From an optimization exercise on the open Yosys and OpenROAD flow, aimed at small area; shortcuts taken in it are not production practice. Function was checked by simulation only, so behaviour that the tests miss may differ from the original.

==> run a <==
==> flow/design.v (excerpt) <==
module process_r (
        ap_clk,
        ap_rst,
        ap_start,
        ap_done,
        ap_idle,
        ap_ready,
        ap_ce,
        incr_V,
        ap_return_0,
        ap_return_1
);
export LEC_CHECK = 0
export CAP_MARGIN = 30
export CORE_MARGIN = 5
export CORE_UTILIZATION = 45
export CTS_CLUSTER_DIAMETER = 100
export CTS_CLUSTER_SIZE = 30
export SLEW_MARGIN = 30
export SYNTH_MEMORY_MAX_BITS = 32768
create_clock -name core_clock -period 9.0 [get_ports {ap_clk}]
standard.sh (not shown) runs the stock make flow with config.mk's settings and CLKGATE_MAP_FILE= SYNTH_SCRIPT=/design/flow/synth_recipe.tcl, a recipe that flattens the netlist after the stock synthesis.
==> flow/flow/run.sh <==
#!/bin/bash
# Own flow: the standard layout (standard.sh), with the synthesis
# script replaced by flow/my_synth.tcl (no early generic ABC pass, so that
# full adders are extracted with their polarity; area-oriented ABC mapping).
set -euo pipefail
here=$(pwd)
export FLOW_FLOW_ABC_SCRIPT=$here/flow/abc_area.script
sed "s#SYNTH_SCRIPT=[^ ]*#SYNTH_SCRIPT=$here/flow/my_synth.tcl#" standard.sh > my_standard.sh
grep -q "SYNTH_SCRIPT=$here/flow/my_synth.tcl" my_standard.sh
bash my_standard.sh > flow_make.log 2>&1
==> flow/flow/abc_area.script <==
strash
ifraig
dc2
strash
&get -n
&dch -f
&nf
&put
topo
stime -c
buffer -c
upsize -c
dnsize -c
==> flow/flow/my_synth.tcl <==
# The standard synthesis (synth_recipe.tcl), except that yosys synth skips
# its early generic ABC pass (-noabc), and the final ABC
# mapping uses flow/abc_area.script: area-oriented mapping followed by
# ABC's buffering and sizing. Registers are mapped exactly as in the
# standard synthesis; only the combinational mapping differs.
proc synth {args} { yosys synth -nofsm -noshare -noabc {*}$args }
proc abc {args} {
  set i [lsearch -exact $args -script]
  if { $i >= 0 } {
    lset args [expr {$i + 1}] $::env(FLOW_FLOW_ABC_SCRIPT)
  }
  yosys abc {*}$args
}
source $::env(SCRIPTS_DIR)/synth.tcl
# left out here: clear keep_hierarchy, flatten, clean up, hide names made inside functions, write 1_2_yosys.v
==> run b: changes against run a <==
- CAP_MARGIN: 30 -> 25
- SLEW_MARGIN: 30 -> 25
==> run c: changes against run a <==
- CTS_CLUSTER_DIAMETER: 100 -> 80
- CTS_CLUSTER_SIZE: 30 -> 25
==> qor summary <==
FF-to-FF setup slack: run b 1100 ps; run a 1220 ps; run c 1190 ps
Final net count: run b 4412; run a 4415; run c 4421
DR vias: run b 34145; run a 33958; run c 34066
WHS Endpoint: run b ph[11][1]; run a ph[10][20]; run c ph[7][13]
Minimum setup slack after placement: run b 1117 ps; run a 1177 ps; run c 1177 ps
Final Cell Area: run b 40640 µm²; run a 40670 µm²; run c 40930 µm²
Total routing resource utilization after global routing: run b 0.3528; run a 0.3515; run c 0.3522
Outcome: run b finished clean; run a finished clean; run c finished clean
# placed instances: run b 4996; run a 5000; run c 5000
Fraction of layout instances using a drive strength above 1: run b 0.07118; run a 0.07289; run c 0.07567
Final setup slack of the worst path: run b 1098 ps; run a 1216 ps; run c 1188 ps
Routed length on met2: run b 69.28 mm; run a 68.55 mm; run c 68.88 mm
M1 WL: run b 61.74 mm; run a 62.17 mm; run c 61.74 mm
Met2 track utilization from global routing: run b 0.5284; run a 0.5260; run c 0.5287
Placed Instance Area: run b 39930 µm²; run a 40000 µm²; run c 40000 µm²
Relative slew margins: run b 0.09344; run a 0.2085; run c 0.2416
WP data arrival: run b 8230 ps; run a 8110 ps; run c 8160 ps
Crit path required time: run b 9330 ps; run a 9320 ps; run c 9350 ps
First-pass iteration count of the detailed router: run b 8; run a 8; run c 9
Fillcell total: run b 7899; run a 7861; run c 7832

==> zinc <==
Another version of the RTL of process_r (not shown whole).
clock: 9.0 ns
lec_check: 0
cap_margin: 30
core_margin: 5
core_utilization: 50
cts_cluster_diameter: 80
cts_cluster_size: 25
slew_margin: 30
synth_memory_max_bits: 32768
Scripts as last shown in full above: flow/flow/run.sh, flow/flow/abc_area.script, flow/flow/my_synth.tcl
==> amber: changes against zinc <==
CAP_MARGIN = 40   (was 30)
CORE_UTILIZATION = 35   (was 50)
CTS_CLUSTER_DIAMETER = default   (was 80)
CTS_CLUSTER_SIZE = default   (was 25)
GPL_TIMING_DRIVEN = 0   (was default)
SETUP_SLACK_MARGIN = 0.3   (was default)
SLEW_MARGIN = 40   (was 30)
==> pepper: changes against zinc <==
CAP_MARGIN = 40   (was 30)
CORE_UTILIZATION = 40   (was 50)
CTS_CLUSTER_DIAMETER = 100   (was 80)
CTS_CLUSTER_SIZE = 30   (was 25)
SETUP_SLACK_MARGIN = 0.3   (was default)
SLEW_MARGIN = 40   (was 30)
==> impl_metrics.ini <==
[outcome]
status = no timing/DRC/antenna violations

[setup_path]
r2r-start = fw_q[5]
r2r_cells = 31
crit_family = compound AO/OA/AOI/OAI gates

[detailed_routing]
wl_met2_um = 64690

[global_route]
grt_use_met1_pct = 46.15
[end of results for zinc]
==> impl_metrics.ini <==
[detailed_routing]
wl_met2_um = 107300

[global_route]
grt_use_met1_pct = 47.84

[setup_path]
crit_family = simple AND/OR/NAND/NOR gates
r2r_cells = 18
r2r-start = ph[15][9]

[outcome]
status = no timing/DRC/antenna violations
[end of results for amber]
==> impl_metrics.ini <==
[global_route]
grt_use_met1_pct = 40.51

[setup_path]
crit_family = compound AO/OA/AOI/OAI gates

[outcome]
status = no timing/DRC/antenna violations
[end of results for pepper]

static timing again, ports no longer ideal:
No port has a modelled driver above. Below, the same layouts with a new extraction and two added sets of constraints. Step 1, drivers: a clkbuf_16 drives ap_clk and a buf_2 each remaining input, both assumed. Step 2 moves the port delays by t, midway between the first and last clock arrival at a register: inputs arrive t later, outputs are due t later. That takes back most of the time a late clock gives input paths. Three values: no drivers, after step 1, after step 2; two values: the first two.
run | t, ns | setup slack, ns | worst data-port slew with drivers (ns)
run a | 0.631 | 1.216 / 1.216 / 1.216 | 0.09
run b | 0.629 | 1.098 / 1.098 / 1.098 | 0.09
run c | 0.641 | 1.188 / 1.188 / 1.188 | 0.08
zinc | 0.660 | 1.319 / 1.319 / 1.319 | 0.05
amber | 0.715 | 0.518 / 0.518 / 0.518 | 0.09
pepper | 0.677 | 1.122 / 1.122 / 1.122 | 0.06
After both steps setup and hold are still met in every run listed.
